This design comes from an exercise in tuning for small area on the open sky130 flow, not from production work. The RTL was checked by simulation tests, not by an equivalence proof against the original design. Power is estimated from default activity; no workload was simulated.

## cedar
==> flow/design.v (excerpt) <==
module PIEZO_reality_and_damedame(RESETN, CLK_1MHZ, A, T, SONG);
  input RESETN, CLK_1MHZ, A, T;
  output SONG;
  reg h1; reg [5:0] i1; reg b1, f1, z1; reg [18:0] s1; reg [1:0] u1; reg [10:0] c1;
  reg [7:0] p2; reg b2, f2, z2; reg [17:0] s2; reg [10:0] c2;
  reg [3:0] n1id, n2id; reg [1:0] k1;
  reg [10:0] t1, t2; reg r1, r2;
  always @(*) begin
    case ({h1, i1})
      7'd0: begin n1id = 4'd6; k1 = 2'd2; end
      7'd1: begin n1id = 4'd11; k1 = 2'd0; end
      7'd2: begin n1id = 4'd5; k1 = 2'd0; end
      7'd3: begin n1id = 4'd6; k1 = 2'd1; end
      7'd4: begin n1id = 4'd7; k1 = 2'd0; end
      7'd5: begin n1id = 4'd9; k1 = 2'd0; end
      7'd6: begin n1id = 4'd6; k1 = 2'd1; end
      7'd7: begin n1id = 4'd0; k1 = 2'd0; end
      7'd8: begin n1id = 4'd12; k1 = 2'd0; end
      7'd9: begin n1id = 4'd5; k1 = 2'd0; end
      7'd10: begin n1id = 4'd6; k1 = 2'd1; end
      7'd11: begin n1id = 4'd7; k1 = 2'd0; end
      7'd12: begin n1id = 4'd9; k1 = 2'd0; end
      7'd13: begin n1id = 4'd6; k1 = 2'd3; end
      7'd14: begin n1id = 4'd1; k1 = 2'd2; end
      7'd15: begin n1id = 4'd2; k1 = 2'd0; end
      7'd16: begin n1id = 4'd6; k1 = 2'd3; end
      7'd17: begin n1id = 4'd0; k1 = 2'd0; end
      7'd18: begin n1id = 4'd11; k1 = 2'd0; end
      7'd19: begin n1id = 4'd10; k1 = 2'd0; end
      7'd20: begin n1id = 4'd9; k1 = 2'd0; end
      7'd21: begin n1id = 4'd6; k1 = 2'd0; end
      7'd22: begin n1id = 4'd7; k1 = 2'd1; end
      7'd23: begin n1id = 4'd8; k1 = 2'd0; end
      7'd24: begin n1id = 4'd7; k1 = 2'd1; end
      7'd25: begin n1id = 4'd0; k1 = 2'd0; end
      7'd26: begin n1id = 4'd11; k1 = 2'd0; end
      7'd27: begin n1id = 4'd2; k1 = 2'd0; end
      7'd28: begin n1id = 4'd3; k1 = 2'd1; end
      7'd29: begin n1id = 4'd4; k1 = 2'd0; end
      7'd30: begin n1id = 4'd3; k1 = 2'd1; end
      7'd31: begin n1id = 4'd0; k1 = 2'd0; end
      7'd32: begin n1id = 4'd9; k1 = 2'd0; end
      7'd33: begin n1id = 4'd3; k1 = 2'd0; end
      7'd34: begin n1id = 4'd5; k1 = 2'd1; end
      7'd35: begin n1id = 4'd6; k1 = 2'd0; end
      7'd36: begin n1id = 4'd5; k1 = 2'd2; end
      7'd37: begin n1id = 4'd6; k1 = 2'd0; end
      7'd38: begin n1id = 4'd7; k1 = 2'd3; end
  ...
clock: 10.0 ns
lec_check: 0
abc_area: 1
cap_margin: 20
core_margin: 2
core_utilization: 40
slew_margin: 20
standard.sh (not shown) runs the stock make flow with config.mk's settings and CLKGATE_MAP_FILE= SYNTH_SCRIPT=/design/flow/synth_recipe.tcl, a recipe that flattens the netlist after the stock synthesis.
==> flow/flow/run.sh <==
#!/bin/bash
# Standard ORFS layout (the standard.sh), with one change: synthesis maps
# the combinational logic with an area-oriented ABC script (flow/abc_area.script)
# in place of ORFS's delay-oriented one. Registers are mapped before ABC runs,
# so they are the standard synthesis's registers.
set -euo pipefail
HERE=$(pwd)
rm -rf "$HERE/scripts_custom"
cp -r "$FLOW_HOME/scripts" "$HERE/scripts_custom"
cp "$HERE/flow/abc_area.script" "$HERE/scripts_custom/abc_area.script"
sed "s|make -C \([^ ]*\) |make -C \1 SCRIPTS_DIR=$HERE/scripts_custom ABC_AREA=1 |" standard.sh > custom.sh
grep -q "SCRIPTS_DIR=$HERE/scripts_custom" custom.sh
bash custom.sh synth > synth.log 2>&1
bash custom.sh > layout.log 2>&1
test -s out/final.def
==> flow/flow/abc_area.script <==
strash
dc2
balance
rewrite
refactor
balance
rewrite
rewrite -z
balance
refactor -z
rewrite -z
balance
dch -f
amap
cedar | status: complete | timing, DRC, antenna: pass
The inputs of yarrow differ from those of cedar as listed below.
==> flow/flow/run.sh <==
#!/bin/bash
# The standard layout (standard.sh) with two synthesis changes, both in the
# combinational mapping only (registers are mapped before either step, so they
# are the standard synthesis's registers, same names and cell types):
#  - ABC maps with an area-oriented script (flow/abc_area.script) in place of
#    ORFS's delay-oriented one;
#  - Yosys's half/full-adder extraction (extract_fa) is skipped, so ABC sees
#    the adder logic as plain gates.
# and one layout change: clock tree synthesis runs with the arguments in
# flow/cts_args.txt (no dummy loads on the clock tree's leaves).
# Every other step is ORFS's own, run through standard.sh's make command.
set -euo pipefail
HERE=$(pwd)
rm -rf "$HERE/scripts_custom"
cp -r "$FLOW_HOME/scripts" "$HERE/scripts_custom"
cp "$HERE/flow/abc_area.script" "$HERE/scripts_custom/abc_area.script"
awk '/# extract the full adders/ {skip=1} /dont_use_after_adder_step/ {skip=0} !skip' \
  "$FLOW_HOME/scripts/synth.tcl" > "$HERE/scripts_custom/synth.tcl"
! grep -q extract_fa "$HERE/scripts_custom/synth.tcl"
CTS_ARGS=$(cat "$HERE/flow/cts_args.txt")
sed "s|make -C \([^ ]*\) |make -C \1 SCRIPTS_DIR=$HERE/scripts_custom ABC_AREA=1 CTS_ARGS='$CTS_ARGS' |" standard.sh > custom.sh
grep -q "SCRIPTS_DIR=$HERE/scripts_custom" custom.sh
bash custom.sh synth > synth.log 2>&1
bash custom.sh > layout.log 2>&1
test -s out/final.def
==> flow/flow/cts_args.txt (new file) <==
-sink_clustering_enable -repair_clock_nets -dont_use_dummy_load -sink_clustering_size 40 -sink_clustering_max_diameter 200 -sink_clustering_levels 1 -buf_list sky130_fd_sc_hd__clkbuf_16
==> notes.md <==
yarrow vs. cedar: die outline width fell by 4.7 µm, total power went up 3.7%.
Looking at clock-buffer cell count, yarrow sits 1 below cedar.
cedar → yarrow: global-route wire length before repair decreased 8.4%, number of setup violations in the final report saw little to no change, power share of the combinational group comparable.
Setup changes, yarrow to xenon
==> flow/run.sh (new file) <==
#!/bin/bash
# synth_recipe.tcl (not shown) runs the flow's synth.tcl, then flattens the netlist and writes it again
# the make line also repeats each setting of config.mk as NAME=value (left out here)
make -C /OpenROAD-flow-scripts/flow DESIGN_CONFIG=/design/flow/config.mk WORK_HOME=/design/flow/orfs CLKGATE_MAP_FILE= SYNTH_SCRIPT=/design/flow/synth_recipe.tcl finish
removed: flow/flow/run.sh
removed: flow/flow/abc_area.script
removed: flow/flow/cts_args.txt
removed: flow/standard.sh
On global-route met2 utilization: xenon sits above yarrow. Going from yarrow to xenon, static power due to leakage went up about 70%, worst setup slack decreased 0.074 ns, clock-cell share of area went up 0.43 points. Final hold slack: xenon better than yarrow.
## Diff of input files: harbor against xenon
==> flow/flow/run.sh (new file) <==
#!/bin/bash
# The standard layout (standard.sh) with two synthesis changes, both in the
# combinational mapping only (registers are mapped before either step, so they
# are the standard synthesis's registers, same names and cell types):
#  - ABC maps with an area-oriented script (flow/abc_area.script) in place of
#    ORFS's delay-oriented one;
#  - Yosys's half/full-adder extraction (extract_fa) is skipped, so ABC sees
#    the adder logic as plain gates.
# Every other step is ORFS's own, run through standard.sh's make command.
set -euo pipefail
HERE=$(pwd)
rm -rf "$HERE/scripts_custom"
cp -r "$FLOW_HOME/scripts" "$HERE/scripts_custom"
cp "$HERE/flow/abc_area.script" "$HERE/scripts_custom/abc_area.script"
awk '/# extract the full adders/ {skip=1} /dont_use_after_adder_step/ {skip=0} !skip' \
  "$FLOW_HOME/scripts/synth.tcl" > "$HERE/scripts_custom/synth.tcl"
! grep -q extract_fa "$HERE/scripts_custom/synth.tcl"
sed "s|make -C \([^ ]*\) |make -C \1 SCRIPTS_DIR=$HERE/scripts_custom ABC_AREA=1 |" standard.sh > custom.sh
grep -q "SCRIPTS_DIR=$HERE/scripts_custom" custom.sh
bash custom.sh synth > synth.log 2>&1
bash custom.sh > layout.log 2>&1
test -s out/final.def
==> flow/flow/abc_area.script (new file) <==
strash
dc2
balance
rewrite
refactor
balance
rewrite
rewrite -z
balance
refactor -z
rewrite -z
balance
dch -f
amap
==> flow/standard.sh (new file) <==
#!/bin/bash
# synth_recipe.tcl (not shown) runs the flow's synth.tcl, then flattens the netlist and writes it again
# the make line also repeats each setting of config.mk as NAME=value (left out here)
make -C /OpenROAD-flow-scripts/flow DESIGN_CONFIG=/design/flow/config.mk WORK_HOME=/design/flow/orfs CLKGATE_MAP_FILE= SYNTH_SCRIPT=/design/flow/synth_recipe.tcl "${@:-finish}"
removed: flow/run.sh
## What came out
- harbor vs. xenon: number of placed instances with taps included now sits lower, minimum clock period after layout now sits lower, maximum clock frequency now sits higher, tap cell instance count now sits lower.
- Per the comparison of harbor with xenon, number of cell rows fell by about 10%; design internal power fell by 0.060 mW; via count fell by 1001.
- Between xenon and harbor, the final core utilization figures differ only marginally.
- Delta (harbor minus xenon): count of filler cells inserted in the layout lost 25%, combinational share of power saw a decrease.
What onyx does differently from harbor at the input level:
-- flow/flow/run.sh --
<<< harbor, line 9
>>> onyx, line 9
# and one layout change: clock tree synthesis runs with the arguments in
# flow/cts_args.txt (no dummy loads on the clock tree's leaves).
<<< harbor, line 18
sed "s|make -C \([^ ]*\) |make -C \1 SCRIPTS_DIR=$HERE/scripts_custom ABC_AREA=1 |" standard.sh > custom.sh
>>> onyx, line 20
CTS_ARGS=$(cat "$HERE/flow/cts_args.txt")
sed "s|make -C \([^ ]*\) |make -C \1 SCRIPTS_DIR=$HERE/scripts_custom ABC_AREA=1 CTS_ARGS='$CTS_ARGS' |" standard.sh > custom.sh
-- flow/flow/abc_area.script --
<<< harbor, line 13
>>> onyx, line 13
&get -n
&deepsyn -T 60
&put
balance
rewrite
refactor
balance
rewrite
rewrite -z
balance
refactor -z
rewrite -z
balance
==> flow/flow/cts_args.txt (new file) <==
-sink_clustering_enable -repair_clock_nets -dont_use_dummy_load
Findings:
onyx vs harbor — sum of met3 wire segment lengths after detailed routing dropped by more than a quarter
Compared with harbor, onyx instantiates a smaller number of cells.
Cmp harbor and onyx / design area / lower: onyx
Looking at routed wire length per instance, onyx sits below harbor.
Diff harbor -> onyx | leakage power of the design | decrease of about 3%
Summary — share of the core filled with cells in the final layout, onyx relative to harbor: lower, by 0.30 points.
When onyx is set beside harbor, its per-cell via count in the routed design turns out to be 2.7% smaller.
Total chip power: onyx vs harbor down 0.081 mW
The total routed wire length on the met1 layer number comes out lower for onyx vs harbor.

[what the ideal ports hide]
How much do the figures lean on ideal ports? The routed layouts below were timed once more, with nothing changed but the port constraints. Step 1: set_driving_cell puts a clkbuf_16 on CLK_1MHZ and a buf_2 on each other input, an assumption about the parent block. Step 2 times the ports against the registers' clock, not the clock port: input delays grow and output delays shrink by t, the midpoint of the rising clock arrivals with the driver on. a / b / c = no drivers / after step 1 / after step 2; a / b = the first two.
run | t (ns) | setup slack, ns | worst setup path after step 2
cedar | 0.380 | 4.571 / 4.538 / 4.538 | input to output
yarrow | 0.360 | 4.693 / 4.664 / 4.664 | input to output
xenon | 0.372 | 4.619 / 4.595 / 4.595 | input to output
harbor | 0.381 | 4.693 / 4.664 / 4.664 | input to output
onyx | 0.373 | 4.636 / 4.611 / 4.611 | input to output
After both steps every run listed still meets setup and hold. The setup slack of cedar, which loses most, moves by -0.033 ns with the drivers and by -0.033 ns with both steps.
